Source: an optimization exercise on an open RTL-to-GDS flow (aim: small area, a short achievable clock period and few clock cycles per item). Production flows keep margins and buffers that such runs may drop. The RTL was checked by simulation tests, not by an equivalence proof against the original design. Power and IR drop assume default switching activity.

== before ==
==> flow/design.v <==
module non_restoring_div #(parameter N = 16) (
    input  logic clk, rst_n, start,
    input  logic [N-1:0] dividend, divisor,
    output logic [N-1:0] quotient, remainder,
    output logic ready
);
    localparam W = $clog2(N);
    function automatic logic [3:0] lead16(input logic [15:0] x);
        logic [3:0] v;
        logic [1:0] e [4];
        for (int k = 0; k < 4; k++) begin
            v[k] = |x[4*k +: 4];
            e[k] = x[4*k+3] ? 2'd3 : x[4*k+2] ? 2'd2 : x[4*k+1] ? 2'd1 : 2'd0;
        end
        lead16[3] = v[3] | v[2];
        lead16[2] = v[3] | (!v[2] & v[1]);
        lead16[1:0] = v[3] ? e[3] : v[2] ? e[2] : v[1] ? e[1] : e[0];
    endfunction
    function automatic logic [N:0] sub(input logic [N-1:0] x, y, input int M);
        logic [N-1:0] g, p;
        g = ~x & y;
        p = ~(x ^ y);
        for (int l = 0; (2 << l) <= M; l++)
            for (int i = 0; i < M; i++)
                if ((i + 1) % (2 << l) == 0) begin
                    g[i] = g[i] | (p[i] & g[i - (1 << l)]);
                    p[i] = p[i] & p[i - (1 << l)];
                end
        for (int l = $clog2(M) - 2; l >= 0; l--)
            for (int i = 0; i < M; i++)
                if ((i + 1) % (2 << l) == (1 << l) && i >= (2 << l)) begin
                    g[i] = g[i] | (p[i] & g[i - (1 << l)]);
                    p[i] = p[i] & p[i - (1 << l)];
                end
        sub = '0;
        sub[M] = g[M-1];
        sub[N-1:0] = x ^ y ^ {g[N-2:0], 1'b0};
    endfunction
    logic [N-1:0] r, d, q;
    logic [W-1:0] cnt;
    logic         busy, align;
    logic [N:0]   s;
    logic         below, accept, last;
    logic [W-1:0] amt;
    logic [N-1:0] rot;
    logic [N:0]   diff;
    assign s      = sub({{(N-W){1'b0}}, lead16(dividend)},
                        {{(N-W){1'b0}}, lead16(divisor)}, W);
    assign below  = s[W];
    assign accept = start && !busy && divisor != '0;
    assign last   = !align && cnt == '1;
    assign amt    = align ? cnt : '1;
    logic [N-1:0] rot1, rot2, rot4;
    assign rot1 = amt[0] ? {d[N-2:0],    d[N-1]}      : d;
    assign rot2 = amt[1] ? {rot1[N-3:0], rot1[N-1-:2]} : rot1;
    assign rot4 = amt[2] ? {rot2[N-5:0], rot2[N-1-:4]} : rot2;
    assign rot  = amt[3] ? {rot4[N-9:0], rot4[N-1-:8]} : rot4;
    assign diff   = sub(r, d, N);
    always_ff @(posedge clk or negedge rst_n) begin
        if (!rst_n) begin
            busy  <= 1'b0;
            ready <= 1'b0;
        end else if (accept) begin
            busy  <= !below;
            ready <= below;
        end else begin
            busy  <= busy && !last;
            ready <= busy && last;
        end
    end
    always_ff @(posedge clk) begin
        align <= !busy;
        if (!busy) begin
            r   <= dividend;
            d   <= divisor;
            q   <= '0;
            cnt <= s[W-1:0];
        end else begin
            if (!align && !diff[N]) r <= diff[N-1:0];
            d   <= rot;
            q   <= {q[N-2:0], !align && !diff[N]};
            cnt <= cnt - 1'b1;
        end
    end
    assign quotient  = q;
    assign remainder = r;
endmodule
export LEC_CHECK = 0
export ABC_AREA = 1
export CAP_MARGIN = 20
export CORE_MARGIN = 2
export CORE_UTILIZATION = 40
export PLACE_DENSITY = 0.85
export SETUP_SLACK_MARGIN = 2.6
export SLEW_MARGIN = 20
create_clock -name core_clock -period 5.0 [get_ports {clk}]
standard.sh (not shown) runs the stock make flow with config.mk's settings and CLKGATE_MAP_FILE= SYNTH_SCRIPT=/design/flow/synth_recipe.tcl, a recipe that flattens the netlist after the stock synthesis.
==> flow/flow/run.sh <==
#!/bin/bash
set -euo pipefail
export BUFFER_PORTS_ARGS="-buffer_cell sky130_fd_sc_hd__buf_1"
bash standard.sh ADDER_MAP_FILE= finish > flow.log 2>&1
Testbench counts of before, summed over its fixed seeds: cycles 14,556, items 3,200.
Setup changes, before to after
-- flow/design.v --
<<< before, line 49
    assign below  = s[W];
    assign accept = start && !busy && divisor != '0;
    assign last   = !align && cnt == '1;
    assign amt    = align ? cnt : '1;
    logic [N-1:0] rot1, rot2, rot4;
    assign rot1 = amt[0] ? {d[N-2:0],    d[N-1]}      : d;
    assign rot2 = amt[1] ? {rot1[N-3:0], rot1[N-1-:2]} : rot1;
    assign rot4 = amt[2] ? {rot2[N-5:0], rot2[N-1-:4]} : rot2;
    assign rot  = amt[3] ? {rot4[N-9:0], rot4[N-1-:8]} : rot4;
    assign diff   = sub(r, d, N);
    always_ff @(posedge clk or negedge rst_n) begin
>>> after, line 49
    assign below  = s[W];
    assign accept = start && !busy && divisor != '0;
    logic step;
    assign step   = !align || cnt == '0;
    assign last   = align ? cnt == '0 : cnt == '1;
    assign amt    = cnt;
    logic [N-1:0] rot1, rot2, rot4;
    assign rot1 = amt[0] ? {d[N-2:0],    1'b0}  : d;
    assign rot2 = amt[1] ? {rot1[N-3:0], 2'b0}  : rot1;
    assign rot4 = amt[2] ? {rot2[N-5:0], 4'b0}  : rot2;
    assign rot  = amt[3] ? {rot4[N-9:0], 8'b0}  : rot4;
    assign diff   = sub(r, d, N);
    always_ff @(posedge clk or negedge rst_n) begin
<<< before, line 77
            cnt <= s[W-1:0];
        end else begin
            if (!align && !diff[N]) r <= diff[N-1:0];
            d   <= rot;
            q   <= {q[N-2:0], !align && !diff[N]};
            cnt <= cnt - 1'b1;
        end
>>> after, line 79
            cnt <= s[W-1:0];
        end else begin
            if (step && !diff[N]) r <= diff[N-1:0];
            d   <= align ? rot : d >> 1;
            q   <= {q[N-2:0], step && !diff[N]};
            cnt <= cnt - 1'b1;
        end
[summary]
Timing, DRC, antenna: 0 failures across before and after
Max internal portion of total power across before and after: before
Total clock buffers created by CTS came out exactly the same in before and after.
Classification of the worst setup path = flop to flop: before; classification of the worst setup path = primary input to flop: after
When after is set beside before, its combinational fraction of design power turns out to be 2.5 points smaller.
Going from before to after, global-route track usage on met3 grows by 0.37 points.
after reports a lower highest fanout seen on the critical path than before does.
The run showing the smaller data required time of the critical path is before.
Against before, number of vias per cell in after rose by a little under 10%.
The run showing the greater worst hold slack is before.
| final period utilization | lower: before |
The global-route usage of after is higher than that of before.
Testbench counts of after, summed over its fixed seeds: cycles 14,351, items 3,200.

separate check: timing with driven ports:
No port has a modelled driver above. Below, the same layouts with a new extraction and two added sets of constraints. Step 1 sets driving cells, clkbuf_16 on the clock port and buf_2 on the other inputs (assumed; they add their load-dependent delay and slew). Step 2, shift: input delay + t, output delay - t, t = (earliest + latest rising clock arrival at the registers) / 2. This alone moves slack from input paths to output paths. Three values: no drivers, after step 1, after step 2; two values: the first two.
run | shift t [ns] | setup slack, ns | hold slack, ns | worst setup path at the end
before | 0.348 | 2.778 / 2.778 / 2.442 | 0.443 / 0.443 / 0.443 | input to register
after | 0.350 | 2.746 / 2.751 / 2.402 | 0.431 / 0.431 / 0.431 | input to register
After both steps setup and hold are still met in every run listed. For after, which loses most, drivers alone change the setup slack by +0.005 ns; drivers and shift together by -0.344 ns.
